Background: an optimization exercise with open tools, aiming at small area. Do not read the settings as production practice.
The RTL was checked by simulation tests, not by an equivalence proof against the original design.
No driver is modelled on the clock port, so clock power and skew are understated where the tree is cut down; a real chip needs a root buffer or a tree.
Power is estimated from default activity; no workload was simulated.

## alu_design
module alu_design #(parameter W = 8)(
    input clk, rst, mode, ce, cin,
    input [1:0] inp_valid,
    input [7:0] opa, opb,
    input [3:0] cmd,
    output err, ov, cout, g, l, e,
    output reg [15:0] res
);
Size: about 480 cells after synthesis, ~49 I/O pins.
clock: 7.0 ns
lec_check: 0
cap_margin: 20
core_margin: 2
core_utilization: 60
cts_buf_list: sky130_fd_sc_hd__clkbuf_8
gpl_timing_driven: 0
slew_margin: 20
synth_hierarchical: 1
standard.sh (not shown) runs the stock make flow with config.mk's settings and CLKGATE_MAP_FILE= SYNTH_SCRIPT=/design/flow/synth_recipe.tcl, a recipe that flattens the netlist after the stock synthesis.
==> flow/flow/run.sh <==
#!/bin/bash
# Standard ORFS layout with these changes:
#  - synthesis maps logic with an area-oriented ABC script (flow/synth.tcl)
#  - port buffers use the smallest buffer cell
#  - clock: flow/pre_cts.tcl replaces TritonCTS by one clock buffer per group
#    of nearby registers (three groups), each driven by the clock port
set -euo pipefail
F="$PWD/flow"
export PRE_CTS_TCL="$F/pre_cts.tcl"
export ALU_CLOCK_BUFFER=sky130_fd_sc_hd__clkbuf_8
export ALU_CLOCK_GROUPS=3
bash standard.sh SYNTH_SCRIPT="$F/synth.tcl" \
  "BUFFER_PORTS_ARGS=-buffer_cell sky130_fd_sc_hd__buf_1" \
  finish > standard.log 2>&1
==> flow/flow/area.abc <==
strash
&get -n
&deepsyn -I 10 -J 50
&put
dch -f
amap -m
topo
stime -c
dnsize -c
Other scripts of this flow, unchanged in this note and not shown: flow/flow/pre_cts.tcl, flow/flow/synth.tcl
The baseline finished clean.
==> next run, changes <==
==> flow/flow/area.abc (replaced) <==
strash
dc2
dch -f
amap
topo
stime -c
dnsize -c
The changed run finished with timing, DRC and antenna clean.
Synthesized area goes up by a few percent.
Via count goes up by a few percent.
Cell area goes down slightly.
Worst setup slack is worse by 0.0094 ns.
Core utilization goes down by 2.2 points.
Maximum frequency is about the same.
Combinational power goes up to 2.8 times its value.
Hold slack is worse by 0.015 ns.
In every run of this note, the design's own scripts or RTL, not TritonCTS, make the clock network.

---

oak:
alu_design, a different RTL version from the one above (not shown whole).
For scale: ~600 cells after synthesis.
Settings: LEC_CHECK=0, CAP_MARGIN=20, CORE_MARGIN=2, CORE_UTILIZATION=40, SLEW_MARGIN=20, SYNTH_HIERARCHICAL=1; clock period 7.0 ns.
run.sh (not shown) runs the stock make flow with config.mk's settings and CLKGATE_MAP_FILE= SYNTH_SCRIPT=/design/flow/synth_recipe.tcl, a recipe that flattens the netlist after the stock synthesis.
Stock flow here: none of the scripts above is used.
What pine does differently from oak at the input level:
- clearing SYNTH_HIERARCHICAL, which used to be 1
Results
Changes observed in pine relative to oak: number of placed instances, taps included rose by about 1.6%; total routing resource utilization after global routing lower; power spent charging and discharging nets now sits higher. pine vs oak: net switching share of the total power up. Multi-input logic area, pine vs oak: up by a few percent.

---

old:
alu_design, a different RTL version from the one above (not shown whole).
Size: roughly 480 cells after synthesis, ~49 I/O pins, about 0.0042 mm^2 of cells after synthesis.
## alu_design
module alu_design #(parameter W = 8)(
    input clk, rst, mode, ce, cin,
    input [1:0] inp_valid,
    input [7:0] opa, opb,
    input [3:0] cmd,
    output err, ov, cout, g, l, e,
    output reg [15:0] res
);
Settings: LEC_CHECK=0, CAP_MARGIN=20, CORE_MARGIN=2, CORE_UTILIZATION=40, CTS_BUF_LIST=sky130_fd_sc_hd__clkbuf_8, GPL_TIMING_DRIVEN=0, SLEW_MARGIN=20, SYNTH_HIERARCHICAL=1; clock period 7.0 ns.
standard.sh (not shown) runs the stock make flow with config.mk's settings and CLKGATE_MAP_FILE= SYNTH_SCRIPT=/design/flow/synth_recipe.tcl, a recipe that flattens the netlist after the stock synthesis.
==> flow/flow/run.sh <==
#!/bin/bash
# Standard ORFS layout with two changes:
#  - synthesis maps logic with an area-oriented ABC script (flow/synth.tcl)
#  - port buffers use the smallest buffer cell
set -euo pipefail
F="$PWD/flow"
bash standard.sh SYNTH_SCRIPT="$F/synth.tcl" \
  "BUFFER_PORTS_ARGS=-buffer_cell sky130_fd_sc_hd__buf_1" finish > standard.log 2>&1
==> flow/flow/area.abc <==
strash
&get -n
&deepsyn -I 10 -J 50
&put
dch -f
amap
topo
stime -c
dnsize -c
==> flow/flow/synth.tcl <==
# synth_recipe.tcl with one change: the final technology mapping uses the
# area-oriented ABC script beside this file instead of ORFS's speed script.
proc synth {args} { yosys synth -nofsm -noshare {*}$args }
set ::area_abc_script [file join [file dirname [file normalize [info script]]] area.abc]
proc abc {args} {
  set i [lsearch $args -script]
  if {$i >= 0} { lset args [expr {$i + 1}] $::area_abc_script }
  yosys abc {*}$args
}
source $::env(SCRIPTS_DIR)/synth.tcl
# left out here: clear keep_hierarchy, flatten, clean up, hide names made inside functions, write 1_2_yosys.v
old: done, clean on timing, DRC and antenna
[inputs] new vs old
==> flow/flow/area.abc <==
strash
dc2
dch -f
amap
topo
stime -c
dnsize -c
Notes after the runs:
- new ends up with a number of distinct library cells after synthesis that is 6 lower than in old.
- new vs. old: largest net degree at the start of global routing about even, worst setup slack after layout moved down.
- Met3 usage in new vs old: down 0.95 points
- The run showing the smaller wire length on met2 is old.
- Run comparison: old top power consumer group registers; new top power consumer group combinational logic
- [new vs old] buffer count from post-CTS setup fixing: lower in new
- [new vs old] clock buffer count in the final layout: lower in new
- Measured against each other, old and new differ in total power, the lower figure coming from old.

---

indigo:
Another version of the RTL of alu_design (not shown whole).
Size in the first run: ~460 cells after synthesis, about 0.0041 sq mm of cells after synthesis.
==> flow/config.mk <==
export PLATFORM = sky130hd
export DESIGN_NAME = alu_design
export DESIGN_NICKNAME = alu_design
export VERILOG_FILES = /design/flow/design.v
export SDC_FILE = /design/flow/constraint.sdc
export NUM_CORES = 4
export LEC_CHECK = 0
export CAP_MARGIN = 20
export CORE_MARGIN = 2
export CORE_UTILIZATION = 60
export CTS_BUF_LIST = sky130_fd_sc_hd__clkbuf_8
export GPL_TIMING_DRIVEN = 0
export SLEW_MARGIN = 20
export SYNTH_HIERARCHICAL = 1
==> flow/constraint.sdc <==
create_clock -name core_clock -period 7.0 [get_ports {clk}]
set_input_delay 1.4000 -clock core_clock [delete_from_list [all_inputs] [get_ports {clk}]]
set_output_delay 1.4000 -clock core_clock [all_outputs]
set_load 0.01 [all_outputs]
==> flow/flow/run.sh <==
#!/bin/bash
# Standard ORFS layout with these changes:
#  - synthesis maps logic with area-oriented ABC scripts (flow/synth.tcl)
#  - port buffers use the smallest buffer cell
#  - clock: flow/pre_cts.tcl replaces TritonCTS by one clock buffer per group
#    of nearby registers (three groups), each driven by the clock port
set -euo pipefail
F="$PWD/flow"
export PRE_CTS_TCL="$F/pre_cts.tcl"
export ALU_CLOCK_BUFFER=sky130_fd_sc_hd__clkbuf_8
export ALU_CLOCK_GROUPS=3
bash standard.sh SYNTH_SCRIPT="$F/synth.tcl" \
  "BUFFER_PORTS_ARGS=-buffer_cell sky130_fd_sc_hd__buf_1" \
  finish > standard.log 2>&1
Other scripts of this flow, unchanged in this note and not shown: flow/flow/area.abc, flow/flow/lut.abc, flow/flow/opnd.abc, flow/flow/pre_cts.tcl, flow/flow/synth.tcl
indigo finished every step from synthesis to the final layout, and the layout passed the timing, DRC and antenna checks.
Edits applied to the flow inputs when going from indigo to yarrow:
diff --git a/flow/config.mk b/flow/config.mk
--- a/flow/config.mk
+++ b/flow/config.mk
@@ -10 +10 @@
-export CORE_UTILIZATION = 60
+export CORE_UTILIZATION = 52
Notes after the runs:
Compared with indigo, yarrow shows a highest ir drop seen on vdd that is 39% lower.
[yarrow vs indigo] relative contribution of sequential cells to total power: higher in yarrow
yarrow | stages: all done | timing, DRC, antenna: all pass
yarrow against indigo: power drawn by the clock network rose by about 0.6%, required arrival time at the worst endpoint rose by 0.07 ns.
Final design utilization in yarrow vs indigo: down 9.0 points
No run of this note takes its clock network from TritonCTS; it comes from the design's own scripts or RTL.

## static timing again, ports no longer ideal
How much do the figures lean on ideal ports? The routed layouts below were timed once more, with nothing changed but the port constraints.
Step 1 sets driving cells, clkbuf_16 on the clock port and buf_2 on the other inputs (assumed; they add their load-dependent delay and slew).
Step 2 times the ports against the registers' clock, not the clock port: input delays grow and output delays shrink by t, the midpoint of the rising clock arrivals with the driver on.
Slacks: no drivers / after step 1 / after step 2; pairs: no drivers / after step 1.
run | t (ns) | slack for setup (ns) | cell pins on the clock port's net
the first run of note 1 | 0.194 | 0.284 / 0.284 / 0.130 | 3
the second run of note 1 | 0.196 | 0.275 / 0.275 / 0.185 | 3
oak | 0.317 | 0.179 / 0.179 / -0.084 | 1
pine | 0.318 | 0.280 / 0.280 / 0.133 | 1
old | 0.321 | 0.212 / 0.221 / -0.100 | 1
new | 0.317 | 0.185 / 0.185 / -0.096 | 1
indigo | 0.192 | 0.266 / 0.266 / 0.192 | 3
yarrow | 0.190 | 0.257 / 0.263 / 0.092 | 3
With both steps, setup timing fails in oak, old and new, where it was met with ideal ports. For old, which loses most, drivers alone change the setup slack by +0.009 ns; drivers and shift together by -0.312 ns.
